This is an optimization exercise on Yosys and OpenROAD, whose aim is small area, a short achievable clock period and few clock cycles, not a production implementation. In this exercise RTL edits were held to simulation tests only and were not proved equivalent to the original.

**design/flow/constraint.sdc**
```tcl
create_clock -name core_clock -period 11.0 [get_ports {clock}]
set_input_delay 2.2000 -clock core_clock [delete_from_list [all_inputs] [get_ports {clock}]]
set_output_delay 2.2000 -clock core_clock [all_outputs]
set_load 0.01 [all_outputs]
```
**design/flow/design.v**
```verilog
module RoundAnyRawFNToRecFN_7(
  input         io_invalidExc,	 
                io_infiniteExc,	 
                io_in_isNaN,	 
                io_in_isInf,	 
                io_in_isZero,	 
                io_in_sign,	 
  input  [12:0] io_in_sExp,	 
  input  [55:0] io_in_sig,	 
  input  [2:0]  io_roundingMode,	 
  output [64:0] io_out,	 
  output [4:0]  io_exceptionFlags	 
);
  wire        roundingMode_near_even = io_roundingMode == 3'h0;	 
  wire        roundingMode_odd = io_roundingMode == 3'h6;	 
  wire        roundMagUp = io_roundingMode == 3'h2 & io_in_sign | io_roundingMode == 3'h3 & ~io_in_sign;	 
  wire [11:0] _roundMask_T_1 = ~(io_in_sExp[11:0]);	 
  wire [64:0] roundMask_shift = $signed(65'sh10000000000000000 >>> _roundMask_T_1[5:0]);	 
  wire [7:0]  _GEN = {{roundMask_shift[24:21], roundMask_shift[28:27]} & 6'h33, 2'h0} | {roundMask_shift[28:25], roundMask_shift[32:29]} & 8'h33;	 
  wire [18:0] _GEN_0 = {roundMask_shift[18:17], roundMask_shift[20:19], roundMask_shift[22:21], _GEN, roundMask_shift[32:31], roundMask_shift[34:33], roundMask_shift[36]} & 19'h55555;	 
  wire [64:0] roundMask_shift_1 = $signed(65'sh10000000000000000 >>> _roundMask_T_1[5:0]);	 
  wire [53:0] _roundMask_T_129 = _roundMask_T_1[11] ? (_roundMask_T_1[10] ? {~(_roundMask_T_1[9] | _roundMask_T_1[8] | _roundMask_T_1[7] | _roundMask_T_1[6] ? 51'h0 : ~{roundMask_shift[13], roundMask_shift[14], roundMask_shift[15], roundMask_shift[16], roundMask_shift[17], _GEN_0[18:15] | {roundMask_shift[20:19], roundMask_shift[22:21]} & 4'h5, _GEN_0[14:7] | _GEN & 8'h55, _GEN[1], _GEN_0[5] | roundMask_shift[31], roundMask_shift[32], roundMask_shift[33], {_GEN_0[2:0], 1'h0} | {roundMask_shift[36:35], roundMask_shift[38:37]} & 4'h5, roundMask_shift[38], roundMask_shift[39], roundMask_shift[40], roundMask_shift[41], roundMask_shift[42], roundMask_shift[43], roundMask_shift[44], roundMask_shift[45], roundMask_shift[46], roundMask_shift[47], roundMask_shift[48], roundMask_shift[49], {{roundMask_shift[50:49], roundMask_shift[52]} & 3'h5, 1'h0} | {roundMask_shift[52:51], roundMask_shift[54:53]} & 4'h5, roundMask_shift[54], roundMask_shift[55], roundMask_shift[56], roundMask_shift[57], roundMask_shift[58], roundMask_shift[59], roundMask_shift[60], roundMask_shift[61], roundMask_shift[62], roundMask_shift[63]}), 3'h7} : {51'h0, _roundMask_T_1[9] & _roundMask_T_1[8] & _roundMask_T_1[7] & _roundMask_T_1[6] ? {roundMask_shift_1[0], roundMask_shift_1[1], roundMask_shift_1[2]} : 3'h0}) : 54'h0;	 
  wire [54:0] _GEN_1 = {1'h1, ~_roundMask_T_129};	 
  wire [54:0] _GEN_2 = {_roundMask_T_129, 1'h1};	 
  wire [54:0] _roundPosBit_T = io_in_sig[55:1] & _GEN_1 & _GEN_2;	 
  wire [54:0] _anyRoundExtra_T = io_in_sig[54:0] & _GEN_2;	 
  wire        anyRound = (|_roundPosBit_T) | (|_anyRoundExtra_T);	 
  wire        _overflow_roundMagUp_T = roundingMode_near_even | io_roundingMode == 3'h4;	 
  wire [54:0] roundedSig = _overflow_roundMagUp_T & (|_roundPosBit_T) | roundMagUp & anyRound ? {1'h0, io_in_sig[55:2] | _roundMask_T_129} + 55'h1 & ~(roundingMode_near_even & (|_roundPosBit_T) & ~(|_anyRoundExtra_T) ? {_roundMask_T_129, 1'h1} : 55'h0) : {1'h0, io_in_sig[55:2] & ~_roundMask_T_129} | (roundingMode_odd & anyRound ? _GEN_1 & _GEN_2 : 55'h0);	 
  wire [13:0] sRoundedExp = {io_in_sExp[12], io_in_sExp} + {12'h0, roundedSig[54:53]};	 
  wire        common_totalUnderflow = $signed(sRoundedExp) < 14'sh3CE;	 
  wire        isNaNOut = io_invalidExc | io_in_isNaN;	 
  wire        notNaN_isSpecialInfOut = io_infiniteExc | io_in_isInf;	 
  wire        commonCase = ~isNaNOut & ~notNaN_isSpecialInfOut & ~io_in_isZero;	 
  wire        overflow = commonCase & $signed(sRoundedExp[13:10]) > 4'sh2;	 
  wire        overflow_roundMagUp = _overflow_roundMagUp_T | roundMagUp;	 
  wire        pegMinNonzeroMagOut = commonCase & common_totalUnderflow & (roundMagUp | roundingMode_odd);	 
  wire        pegMaxFiniteMagOut = overflow & ~overflow_roundMagUp;	 
  wire        notNaN_isInfOut = notNaN_isSpecialInfOut | overflow & overflow_roundMagUp;	 
  assign io_out = {~isNaNOut & io_in_sign, sRoundedExp[11:0] & ~(io_in_isZero | common_totalUnderflow ? 12'hE00 : 12'h0) & ~(pegMinNonzeroMagOut ? 12'hC31 : 12'h0) & {1'h1, ~pegMaxFiniteMagOut, 10'h3FF} & {2'h3, ~notNaN_isInfOut, 9'h1FF} | (pegMinNonzeroMagOut ? 12'h3CE : 12'h0) | (pegMaxFiniteMagOut ? 12'hBFF : 12'h0) | (notNaN_isInfOut ? 12'hC00 : 12'h0) | (isNaNOut ? 12'hE00 : 12'h0), (isNaNOut | io_in_isZero | common_totalUnderflow ? {isNaNOut, 51'h0} : roundedSig[51:0]) | {52{pegMaxFiniteMagOut}}};	 
  assign io_exceptionFlags = {io_invalidExc, io_infiniteExc, overflow, commonCase & (common_totalUnderflow | anyRound & io_in_sExp[12:11] != 2'h1 & _roundMask_T_129[0]), overflow | commonCase & (common_totalUnderflow | anyRound)};	 
endmodule
module RoundRawFNToRecFN_2(
  input         io_invalidExc,	 
                io_infiniteExc,	 
                io_in_isNaN,	 
                io_in_isInf,	 
                io_in_isZero,	 
                io_in_sign,	 
  input  [12:0] io_in_sExp,	 
  input  [55:0] io_in_sig,	 
  input  [2:0]  io_roundingMode,	 
  output [64:0] io_out,	 
  output [4:0]  io_exceptionFlags	 
);
  RoundAnyRawFNToRecFN_7 roundAnyRawFNToRecFN (	 
    .io_invalidExc     (io_invalidExc),
    .io_infiniteExc    (io_infiniteExc),
    .io_in_isNaN       (io_in_isNaN),
    .io_in_isInf       (io_in_isInf),
    .io_in_isZero      (io_in_isZero),
    .io_in_sign        (io_in_sign),
    .io_in_sExp        (io_in_sExp),
    .io_in_sig         (io_in_sig),
    .io_roundingMode   (io_roundingMode),
    .io_out            (io_out),
    .io_exceptionFlags (io_exceptionFlags)
  );
endmodule
module SrtStage(
  input         sqrt,
  input  [57:0] ws,
  input  [57:0] wc,
  input  [54:0] q,
  input  [54:0] qm,
  input  [54:0] m,        
  input  [57:0] dv,       
  output [57:0] ws_o,
  output [57:0] wc_o,
  output [54:0] q_o,
  output [54:0] qm_o
);
  wire [4:0] es = ws[56:52];
  wire [4:0] ec = wc[56:52];
  wire       dz = &(es ^ ec);           
  wire [4:0] ey = es + ec;
  wire       dp = ~dz & ~ey[4];         
  wire       dn = ~dz & ey[4];          
  wire [57:0] xp = sqrt ? {2'b0, q, 1'b0} | {3'b0, m} : dv;
  wire [57:0] xn = sqrt ? {2'b0, qm, 1'b0} | {2'b0, m, 1'b0} | {3'b0, m} : dv;
  wire [57:0] f  = ({58{dp}} & ~xp) | ({58{dn}} & xn);
  wire [57:0] a  = {ws[56:0], 1'b0};
  wire [57:0] b  = {wc[56:0], 1'b0};
  wire [57:0] mj = (a & b) | (a & f) | (b & f);
  assign ws_o = a ^ b ^ f;
  assign wc_o = {mj[56:0], dp};
  assign q_o  = dp ? (q | m) : dz ? q : (qm | m);
  assign qm_o = dp ? q : dz ? (qm | m) : qm;
endmodule
module DivSqrtRecF64(
  input         clock,
                reset,
  output        io_inReady_div,
                io_inReady_sqrt,
  input         io_inValid,
                io_sqrtOp,
  input  [64:0] io_a,
                io_b,
  input  [2:0]  io_roundingMode,
  output        io_outValid_div,
                io_outValid_sqrt,
  output [64:0] io_out,
  output [4:0]  io_exceptionFlags
);
  reg         busy;
  reg  [4:0]  cnt;
  reg         sqrtOp;
  reg  [2:0]  rm;
  reg         sign;
  reg         isNaN, isInf, isZero, majorExc;
  reg  [12:0] sExp;
  reg  [11:0] expB;
  reg  [51:0] fractB;
  reg  [57:0] ws, wc;
  reg  [54:0] q, qm;
  reg  [64:0] out;
  reg  [4:0]  flags;
  reg         ovDiv, ovSqrt;
  wire rawA_isZero = io_a[63:61] == 3'h0;
  wire rawA_isNaN  = (&io_a[63:62]) & io_a[61];
  wire rawA_isInf  = (&io_a[63:62]) & ~io_a[61];
  wire rawB_isZero = io_b[63:61] == 3'h0;
  wire rawB_isNaN  = (&io_b[63:62]) & io_b[61];
  wire rawB_isInf  = (&io_b[63:62]) & ~io_b[61];
  wire nvDiv  = rawA_isZero & rawB_isZero | rawA_isInf & rawB_isInf;
  wire nvSqrt = ~rawB_isNaN & ~rawB_isZero & io_b[64];
  wire majorExc_S = io_sqrtOp
    ? rawB_isNaN & ~io_b[51] | nvSqrt
    : rawA_isNaN & ~io_a[51] | rawB_isNaN & ~io_b[51] | nvDiv
      | ~rawA_isNaN & ~rawA_isInf & rawB_isZero;
  wire isNaN_S  = io_sqrtOp ? rawB_isNaN | nvSqrt : rawA_isNaN | rawB_isNaN | nvDiv;
  wire isInf_S  = io_sqrtOp ? rawB_isInf : rawA_isInf | rawB_isZero;
  wire isZero_S = io_sqrtOp ? rawB_isZero : rawA_isZero | rawB_isInf;
  wire sign_S   = ~io_sqrtOp & io_a[64] ^ io_b[64];
  wire [57:0] ws0 = io_sqrtOp
    ? (io_b[52] ? {4'b0, 1'b1, io_b[51:0], 1'b0} : {5'b0, 1'b1, io_b[51:0]})
    : {4'b0, 1'b1, io_a[51:0], 1'b1};
  wire [57:0] wc0 = io_sqrtOp ? {4'hF, 54'h0} : ~{4'b0, 1'b1, io_b[51:0], 1'b0};
  wire [57:0] dv = {4'b0, 1'b1, fractB, 1'b0};
  wire [54:0] m1 = 55'h1 << (6'd53 - {cnt, 1'b0});
  wire [54:0] m2 = {1'b0, m1[54:1]};
  wire [57:0] ws1, wc1, ws2, wc2;
  wire [54:0] q1, qm1, q2, qm2;
  SrtStage st1 (.sqrt(sqrtOp), .ws(ws),  .wc(wc),  .q(q),  .qm(qm),  .m(m1), .dv(dv),
                .ws_o(ws1), .wc_o(wc1), .q_o(q1), .qm_o(qm1));
  SrtStage st2 (.sqrt(sqrtOp), .ws(ws1), .wc(wc1), .q(q1), .qm(qm1), .m(m2), .dv(dv),
                .ws_o(ws2), .wc_o(wc2), .q_o(q2), .qm_o(qm2));
  wire [57:0] wsum = ws + wc;
  wire        remNeg = wsum[57];
  wire [57:0] zt0 = (ws ^ wc) ^ {(ws[56:0] | wc[56:0]), 1'b0};
  wire        remZero = ~|zt0;
  wire [57:0] xr = sqrtOp ? {2'b0, qm, 1'b1} : dv;
  wire [57:0] rs = ws ^ wc ^ xr;
  wire [57:0] rc = {((ws[56:0] & wc[56:0]) | (ws[56:0] & xr[56:0]) | (wc[56:0] & xr[56:0])), 1'b0};
  wire [57:0] zt1 = (rs ^ rc) ^ {(rs[56:0] | rc[56:0]), 1'b0};
  wire        remZeroN = ~|zt1;
  wire [54:0] qf = remNeg ? qm : q;
  wire        stk = remNeg ? ~remZeroN : ~remZero;
  wire [54:0] sigF = qf[54] ? {qf[54:1], qf[0] | stk} : {qf[53:0], stk};
  wire [13:0] sExpQuot = {1'b0, sExp} + {{3{expB[11]}}, ~expB[10:0]};
  wire [12:0] sExpDiv  = {$signed(sExpQuot) > 14'shDFF ? 4'h6 : sExpQuot[12:9], sExpQuot[8:0]};
  wire [12:0] sExpSqrt = {2'b0, expB[11:1]} + 13'h400;
  wire [64:0] rOut;
  wire [4:0]  rFlags;
  RoundRawFNToRecFN_2 round (
    .io_invalidExc     (majorExc & isNaN),
    .io_infiniteExc    (majorExc & ~isNaN),
    .io_in_isNaN       (isNaN),
    .io_in_isInf       (isInf),
    .io_in_isZero      (isZero),
    .io_in_sign        (sign),
    .io_in_sExp        (sExp),
    .io_in_sig         ({1'b0, q}),
    .io_roundingMode   (rm),
    .io_out            (rOut),
    .io_exceptionFlags (rFlags)
  );
  always @(posedge clock) begin
    if (reset) begin
      busy   <= 1'b0;
      ovDiv  <= 1'b0;
      ovSqrt <= 1'b0;
    end else begin
      busy   <= busy ? cnt != 5'd28 : io_inValid;
      ovDiv  <= busy & cnt == 5'd28 & ~sqrtOp;
      ovSqrt <= busy & cnt == 5'd28 & sqrtOp;
    end
    cnt <= busy ? cnt + 5'd1 : 5'd0;
    if (~busy) begin
      sqrtOp   <= io_sqrtOp;
      rm       <= io_roundingMode;
      sign     <= sign_S;
      isNaN    <= isNaN_S;
      isInf    <= isInf_S;
      isZero   <= isZero_S;
      majorExc <= majorExc_S;
      expB     <= io_b[63:52];
      fractB   <= io_b[51:0];
    end
    if (~busy)
      sExp <= {1'b0, io_a[63:52]};
    else if (cnt == 5'd0)
      sExp <= sqrtOp ? sExpSqrt : sExpDiv;
    else if (cnt == 5'd27)
      sExp <= sExp + {12'h0, qf[54]};
    ws <= busy ? ws2 : ws0;
    wc <= busy ? wc2 : wc0;
    q  <= ~busy ? {1'b1, 54'h0} : cnt == 5'd27 ? sigF : q2;
    qm <= ~busy ? 55'h0 : qm2;
    out   <= rOut;
    flags <= rFlags;
  end
  assign io_inReady_div    = ~busy;
  assign io_inReady_sqrt   = ~busy;
  assign io_outValid_div   = ovDiv;
  assign io_outValid_sqrt  = ovSqrt;
  assign io_out            = out;
  assign io_exceptionFlags = flags;
endmodule
```
**design/flow/config.mk**
```make
export PLATFORM = sky130hd
export DESIGN_NAME = DivSqrtRecF64
export DESIGN_NICKNAME = DivSqrtRecF64
export VERILOG_FILES = /design/flow/design.v
export SDC_FILE = /design/flow/constraint.sdc
export NUM_CORES = 8
export LEC_CHECK = 0
export CAP_MARGIN = 20
export CORE_MARGIN = 2
export CORE_UTILIZATION = 40
export SETUP_SLACK_MARGIN = 0.3
export SLEW_MARGIN = 20
```
**design/flow/run.sh**
```bash
#!/bin/bash
# synth_recipe.tcl (not shown) runs the flow's synth.tcl, then flattens the netlist and writes it again
# the make line also repeats each setting of config.mk as NAME=value (left out here)
make -C /OpenROAD-flow-scripts/flow DESIGN_CONFIG=/design/flow/config.mk WORK_HOME=/design/flow/orfs CLKGATE_MAP_FILE= SYNTH_SCRIPT=/design/flow/synth_recipe.tcl finish
```
==> impl_metrics.csv <==
group,metric,value,unit
status,status,"finished clean",
timing,slew_violations,0,
global_routing,grt_remaining_overflow,0,
routing,routedWlPerCell,27.4,um
global_routing,grt_max_degree,204,
job,max_cap_viol_count,0,
cells_and_area,multiInputGateArea,26800,um^2
global_routing,grt_pass1_vias,35852,
clock_network,cts_made_buffers,50,
setup_path,critPathMaxStageDelay,0.84,ns
synthesis,ys_ff_latch,390,
global_routing,grt_antenna_before_repair,2,
synthesis,syn-instance-count,4729,
clock_network,cts-resized-gates,0,
die,rows,113,
die,start_util,40.2,%
cells_and_area,fillCellCount,9405,
clock_network,cts_tree,"yes",
setup_path,crit_buf_inv,1,
cells_and_area,nNetsFinal,5163,
clock_network,clock-sinks,390,
synthesis,synth_top_area_share,16.0,%
setup_path,crit_family,"simple AND/OR/NAND/NOR gates",
setup_path,cp_data_required_time,11.52,ns
routing,wl,163000,um
clock_network,postCtsHoldBufs,0,
setup_path,crit_start,"sExp[10]",
clock_network,cts_buffer_depth,3,
synthesis,synth_edf_count,85,
setup_path,ff2ff_setup_slack,2.45,ns
die,die-height,312,um
cells_and_area,fin_area,42700,um^2
setup_path,rr_endpoint,"out[44]",
placed_design,io_buffers,210,
setup_path,crit_type,"reg -> reg",
die,die_w,312,um
timing,holdWs,0.507,ns
setup_path,critPathLaunchType,"flip-flop",
synthesis,synth_flop_cell,"dfxtp_1",
timing,max_slew_margin,21.6,%
setup_path,reg2reg_depth,21,
timing,tightest_slew,1.15,ns
synthesis,ys.warnings.count,1,
worst_hold_path,hp-class,"reg -> reg",
placed_design,place_ws,2.63,ns
die,pin_count,211,
routing,drtIter0Drc,4014,
clock_network,clk_root_buffer_cell,"clkbuf_16",
clock_network,clk_latency,0.64,ns
routing,vias,37285,
clock_network,htree_levels,2,
clock_network,post-cts-setup-buffer-count,0,
synthesis,ys_seq_area_share,22.8,%
placed_design,dp_hpwl,121000,um
setup_path,worstReg2RegStart,"sExp[10]",
synthesis,ys_types,102,
timing,min_period,8.55,ns
synthesis,synth_common_cells,"o21ai_0 (439), nor2_1 (383), nand2_1 (378)",
placed_design,gp_congestion,1.05,
cells_and_area,drive_gt1_share,7.26,%
timing,grt_setup_unrepaired,"false",
timing,setup_violations,0,
global_routing,track_usage,32.5,%
setup_path,crit_slowest_cell,"a21oi_2",
placed_design,place_inst,5873,
routing,ant_nets,0,
synthesis,synth.most_common_cell,"o21ai_0",
timing,finalCritPeriodShare,77.7,%
routing,routed_via_density,6.25,
synthesis,synthesis.nets,5232,
timing,worst_slack,2.45,ns
setup_path,endpoint,"out[44]",
placed_design,place_area,40900,um^2
die,core,94600,um^2
setup_path,arrival,9.07,ns
synthesis,yosysTopAreaCell,"dfxtp_1",
setup_path,crit_fanout,37,
setup_path,end_kind,"flip-flop",
synthesis,syn_area,38100,um^2
global_routing,grt_pass1_wl,240000,um
clock_network,clk_transition_reported_paths,0.06,ns
cells_and_area,syn_to_final_growth,12.2,%
cells_and_area,stdcell_count,5966,
setup_path,path_cells,"or2_1 -> a21oi_2 -> a211oi_1 -> or4b_2 -> nor4_4 -> and3_1 -> o211ai_1 -> o32ai_1 -> ha_1 -> inv_1 -> fa_1 -> and4b_1 -> nand3_1 -> mux2i_1 -> nand2_1 -> a32o_1 -> nand3b_2 -> nor2_1 -> nand2_2 -> or4_1 -> o311ai_1",
timing,fin_skew,0.0235,ns
timing,finalSetupTns,0,ns
synthesis,synth_area_leaders,"dfxtp_1 (16%), fa_1 (8.8%), mux2i_1 (7.2%)",
die,dieArea,97600,um^2
cells_and_area,ff_latch_area,8670,um^2
timing,hold_violations,0,
setup_path,crit_cells,21,
timing,max_freq,117,MHz
routing,drc,0,
synthesis,ys_async_sr_fraction,0,%
synthesis,syn-mean-instance-area,8.05,um^2
routing,firstDrtPassIters,6,
cells_and_area,final_core_util,45.2,%
==> routing by layer <==
layer	track usage [%]	share of wire, %
met5	0	0.0067
met4	19.3	6.8
met3	5.29	8.5
met2	51.2	44
met1	42.0	40
==> state kept, by name, summed over array words and instances, names as in the netlist, 3 cells and up <==
name / cells
sExp: 13
wc: 58
fractB: 52
cnt: 5
flags: 5
ws: 58
rm: 3
expB: 12
qm: 55
out: 65
q: 55
==> layout make-up <==
| cell class | instances | area share [%] |
|---|---|---|
| Timing Repair Buffer | 300 | 6.61 |
| Inverter | 273 | 2.41 |
| Multi-Input combinational cell | 3645 | 62.8 |
| Clock buffer | 71 | 3.38 |
| Clock inverter | 21 | 0.771 |
| Sequential cell | 390 | 20.3 |
| Antenna cell | 1 | 0.00586 |
| Tap cell | 1265 | 3.71 |
==> worst min path at each step <==
stage	endpoint	slack, ns	cells past startpoint	from
6_report	flags[4]	0.51	1	majorExc
5_1_grt	ovDiv	0.53	1	sqrtOp
2_1_floorplan	flags[4]	0.46	1	majorExc
3_5_place_dp	flags[4]	0.50	1	majorExc
4_1_cts	flags[4]	0.51	1	majorExc
3_3_place_gp	flags[4]	0.50	1	majorExc
==> layout by cell type, fill, tap and decap left out, types with 17 or more instances in the layout <==
cell,Yosys,final
a211oi_1,22,22
a21o_1,18,18
a21oi_1,367,365
a221oi_1,86,86
a31oi_1,67,66
and2_1,23,21
buf_4,13,88
clkbuf_16,0,51
clkdlybuf4s50_1,0,208
dfxtp_1,305,302
edfxtp_1,85,85
fa_1,167,167
ha_1,199,199
inv_1,271,271
mux2_2,85,85
mux2i_1,272,271
nand2_1,378,375
nand2b_1,20,20
nand3_1,135,134
nand4_1,45,45
nor2_1,383,378
nor2b_1,17,17
nor3_1,98,97
nor4_1,28,28
o2111ai_1,33,33
o211ai_1,41,41
o21ai_0,439,439
o22a_1,29,29
o22ai_1,49,49
o311ai_0,41,41
o31ai_1,24,24
o32a_1,28,28
xnor2_1,194,190
xor2_1,77,75
==> cells by family after synthesis <==
| family | count (synthesis) | share of synthesized area [%] |
|---|---|---|
| fa+ha+maj | 366 | 15.3 |
| simple gates | 1254 | 15.5 |
| mux | 357 | 9.67 |
| compound gates | 1397 | 23.2 |
| flops | 390 | 22.8 |
| buf+inv | 694 | 7.30 |
| xor+xnor | 271 | 6.24 |
Testbench counts, summed over its fixed seeds: cycles 720,008.

-- static timing again, ports no longer ideal --
How much do the figures lean on ideal ports? The routed layout below was timed once more, with nothing changed but the port constraints.
Step 1 sets driving cells, clkbuf_16 on the clock port and buf_2 on the other inputs (assumed; they add their load-dependent delay and slew).
Step 2, shift: input delay + t, output delay - t, t = (earliest + latest rising clock arrival at the registers) / 2. This alone moves slack from input paths to output paths.
Slacks: ideal / step 1 / step 2; pairs: ideal / step 1.
t (ns): 0.700
setup WS [ns]: 2.451 / 2.451 / 2.451
clock arrival spread, ns: 0.025 / 0.025
slew at the worst register clock pin (ns): 0.07 / 0.07
After both steps this run still meets setup and hold. The setup slack of this run moves by 0.000 ns with the drivers and by 0.000 ns with both steps.
